Background: an optimization exercise with open tools, aiming at small area. Do not read the settings as production practice.
In this exercise RTL edits were held to simulation tests only and were not proved equivalent to the original.
No driver is modelled on the clock port, so clocking that relies on it looks cheaper here than on a real chip.
No activity file was given, so power comes from the tool's default toggle rates.

// microcontroller
module microcontroller #(parameter M = 3,
                         parameter N = 16)
                        (input  [15:0]  din,
                         input          clk, rst,
                         output         rw,
                         output [N-1:0] addr,
                         output [N-1:0] dout);
For scale: ~160 flip-flops, about 51 I/O pins, ~5000 sq um of cells after synthesis.
Settings: LEC_CHECK=0, ABC_AREA=1, CAP_MARGIN=20, CORE_MARGIN=2, CORE_UTILIZATION=40, SLEW_MARGIN=20; clock period 7.0 ns.
standard.sh (not shown) runs the stock make flow with config.mk's settings and CLKGATE_MAP_FILE= SYNTH_SCRIPT=/design/flow/synth_recipe.tcl, a recipe that flattens the netlist after the stock synthesis.
==> flow/flow/run.sh <==
#!/bin/bash
# Standard ORFS layout, except:
#  - synthesis maps with an area-only ABC script (flow/abc_area.script) and
#    leaves adders to ABC (no full-adder extraction); it runs the standard flow's own
#    synthesis script (synth_recipe.tcl) on a copy of ORFS's scripts folder
#    that differs only in abc_area.script,
#  - ports are buffered with buf_1,
#  - the clock tree is built from clkbuf_2 without dummy loads, and
#    flow/post_cts.tcl sizes each leaf clock buffer for a clock edge of at most 115 ps.
# Each make run's output goes to its own log file here.
set -euo pipefail
rm -rf scr
cp -r "$FLOW_HOME/scripts" scr
cp flow/abc_area.script scr/abc_area.script
bash standard.sh synth "SCRIPTS_DIR=$PWD/scr" "ADDER_MAP_FILE=" > synth_make.log 2>&1
bash standard.sh finish \
  "BUFFER_PORTS_ARGS=-buffer_cell sky130_fd_sc_hd__buf_1" \
  "CTS_ARGS=-sink_clustering_enable -repair_clock_nets -dont_use_dummy_load -buf_list sky130_fd_sc_hd__clkbuf_2" \
  "POST_CTS_TCL=$PWD/flow/post_cts.tcl" \
  > flow_make.log 2>&1
==> flow/flow/abc_area.script <==
strash
dch -f
amap
topo
Other scripts of this flow, unchanged in this note and not shown: flow/flow/post_cts.tcl
==> next run, changes <==
--- a/flow/flow/run.sh
+++ b/flow/flow/run.sh
@@ -2,3 +2,4 @@
 # Standard ORFS layout, except:
-#  - synthesis maps with an area-only ABC script (flow/abc_area.script) and
+#  - synthesis restructures with &deepsyn and maps with amap, for area
+#    (flow/abc_area.script), and
 #    leaves adders to ABC (no full-adder extraction); it runs the standard flow's own
==> flow/flow/abc_area.script (replaced) <==
strash
&get -n
&deepsyn -T 30 -S 1
&put
amap
topo
=>
- The changed run completed with no timing, DRC or antenna violations
- sequential share of layout area grows by 2.2 points
- synthesized cell count shrinks by 6.1%
- wire length shrinks by 6.3%
- total power grows by 1.5%

* * *

microcontroller, a different RTL version from the one above (not shown whole).
For scale: about 430 cells after synthesis, roughly 160 flip-flops, about 51 I/O pins.
Settings: LEC_CHECK=0, ABC_AREA=1, CAP_MARGIN=20, CORE_MARGIN=2, CORE_UTILIZATION=40, GPL_TIMING_DRIVEN=0, SLEW_MARGIN=20; clock period 7.0 ns.
==> flow/flow/run.sh <==
#!/bin/bash
# Standard ORFS layout, except:
#  - synthesis restructures the logic with ABC's &deepsyn and maps it with
#    amap, for area (flow/abc_area.script), and leaves adders to ABC (no
#    full-adder extraction).  It runs the standard flow's own synthesis script
#    (synth_recipe.tcl) on copies of ORFS's scripts folder that differ only
#    in abc_area.script; it does so for four &deepsyn seeds in parallel and
#    keeps the synthesis with the smallest cell area,
#  - ports are buffered with buf_1,
#  - the clock tree is built from clkbuf_2 without dummy loads, and
#    flow/post_cts.tcl sizes each leaf clock buffer for a clock edge of at
#    most 120 ps.
# Each tool run's output goes to its own log file here.
set -euo pipefail
seeds="1 2 3 4"
for s in $seeds; do
  rm -rf "scr_$s" "orfs_$s"
  cp -r "$FLOW_HOME/scripts" "scr_$s"
  sed "s/SEED/$s/" flow/abc_area.script > "scr_$s/abc_area.script"
  sed "s#WORK_HOME=[^ ]*#WORK_HOME=$PWD/orfs_$s#" standard.sh > "standard_$s.sh"
  bash "standard_$s.sh" synth "SCRIPTS_DIR=$PWD/scr_$s" "ADDER_MAP_FILE=" \
    > "synth_make_$s.log" 2>&1 &
done
wait
best=""; best_area=""
for s in $seeds; do
  a=$(awk '/Chip area/ {print $NF}' "orfs_$s/reports/sky130hd/microcontroller/base/synth_stat.txt")
  echo "seed $s: synthesis cell area $a" >> synth_pick.log
  if [[ -z "$best" ]] || awk -v a="$a" -v b="$best_area" 'BEGIN {exit !(a < b)}'; then
    best=$s; best_area=$a
  fi
done
echo "kept seed $best" >> synth_pick.log
rm -rf orfs
cp -a "orfs_$best" orfs
bash standard.sh finish \
  "BUFFER_PORTS_ARGS=-buffer_cell sky130_fd_sc_hd__buf_1" \
  "CTS_ARGS=-sink_clustering_enable -repair_clock_nets -dont_use_dummy_load -buf_list sky130_fd_sc_hd__clkbuf_2" \
  "POST_CTS_TCL=$PWD/flow/post_cts.tcl" \
  > flow_make.log 2>&1
Other scripts of this flow, unchanged in this note and not shown: flow/flow/abc_area.script, flow/flow/post_cts.tcl
Then changed:
==> flow/flow/run.sh (replaced) <==
#!/bin/bash
# Standard ORFS layout, except:
#  - synthesis restructures the logic with ABC's &deepsyn and maps it with
#    amap, for area, and leaves adders to ABC (no full-adder extraction).
#    It runs the standard flow's own synthesis script (synth_recipe.tcl) on copies of
#    ORFS's scripts folder that differ only in abc_area.script: eight runs,
#    four &deepsyn seeds times two scripts (flow/abc_area.script and
#    flow/abc_area_dch.script), and it keeps the one with the smallest
#    cell area,
#  - ports are buffered with buf_1,
#  - the clock tree is built from clkbuf_2 without dummy loads, and
#    flow/post_cts.tcl sizes each leaf clock buffer for a clock edge of at
#    most 120 ps.
# Each tool run's output goes to its own log file here.
set -euo pipefail
runs=""
for v in a b; do
  for s in 1 2 3 4; do
    r="$v$s"; runs="$runs $r"
    rm -rf "scr_$r" "orfs_$r"
    cp -r "$FLOW_HOME/scripts" "scr_$r"
    if [[ $v == a ]]; then src=flow/abc_area.script; else src=flow/abc_area_dch.script; fi
    sed "s/SEED/$s/" "$src" > "scr_$r/abc_area.script"
    sed "s#WORK_HOME=[^ ]*#WORK_HOME=$PWD/orfs_$r#" standard.sh > "standard_$r.sh"
    bash "standard_$r.sh" synth "SCRIPTS_DIR=$PWD/scr_$r" "ADDER_MAP_FILE=" \
      > "synth_make_$r.log" 2>&1 &
  done
done
wait
best=""; best_area=""
for r in $runs; do
  a=$(awk '/Chip area/ {print $NF}' "orfs_$r/reports/sky130hd/microcontroller/base/synth_stat.txt")
  echo "run $r: synthesis cell area $a" >> synth_pick.log
  if [[ -z "$best" ]] || awk -v a="$a" -v b="$best_area" 'BEGIN {exit !(a < b)}'; then
    best=$r; best_area=$a
  fi
done
echo "kept run $best" >> synth_pick.log
rm -rf orfs
cp -a "orfs_$best" orfs
bash standard.sh finish \
  "BUFFER_PORTS_ARGS=-buffer_cell sky130_fd_sc_hd__buf_1" \
  "CTS_ARGS=-sink_clustering_enable -repair_clock_nets -dont_use_dummy_load -buf_list sky130_fd_sc_hd__clkbuf_2" \
  "POST_CTS_TCL=$PWD/flow/post_cts.tcl" \
  > flow_make.log 2>&1
==> flow/flow/abc_area_dch.script (new file) <==
strash
&get -n
&deepsyn -J 100 -S SEED
&put
dch -f
amap
topo
--- a/flow/config.mk
+++ b/flow/config.mk
@@ -11,2 +11 @@
-export CORE_UTILIZATION = 40
-export GPL_TIMING_DRIVEN = 0
+export CORE_UTILIZATION = 55
Outcome: The new run went through all stages and came out clean; worst setup slack is better by 0.031 ns; critical path depth rises by 1; die area falls by a quarter to a third; cell area falls slightly; combinational power rises by well over a third; sequential share of layout area rises by 0.65 points; wire length falls slightly; total power rises by a little under a tenth; clock skew rises by 0.029 ns; synthesized cell count rises slightly; via count rises slightly.

## separate check: timing with driven ports
The results above use ideal ports. As a check the final layouts listed here were re-extracted and re-timed, cells and wires unchanged.
Step 1 (the two cells are an assumption about what drives the block):
set clk [get_ports {clk}]
set_driving_cell -lib_cell sky130_fd_sc_hd__clkbuf_16 $clk
set_driving_cell -lib_cell sky130_fd_sc_hd__buf_2 [delete_from_list [all_inputs] $clk]
Step 2 times the ports against the registers' clock, not the clock port: input delays grow and output delays shrink by t, the midpoint of the rising clock arrivals with the driver on.
Slacks: no drivers / after step 1 / after step 2; pairs: no drivers / after step 1.
run | t, ns | setup WS [ns] | worst setup path at the end | clock arrival spread, ns | worst data-port slew with drivers (ns)
the first run of note 1 | 0.710 | 0.775 / 0.744 / 0.953 | input to output | 0.038 / 0.038 | 0.05
the second run of note 1 | 0.689 | 1.285 / 1.255 / 1.282 | input to output | 0.032 / 0.031 | 0.03
the first run of note 2 | 0.683 | 0.627 / 0.595 / 0.795 | input to output | 0.032 / 0.032 | 0.04
the second run of note 2 | 0.637 | 0.657 / 0.627 / 1.035 | input to output | 0.061 / 0.061 | 0.03
After both steps setup and hold are still met in every run listed. For the second run of note 1, which loses most, drivers alone change the setup slack by -0.030 ns; drivers and shift together by -0.003 ns.
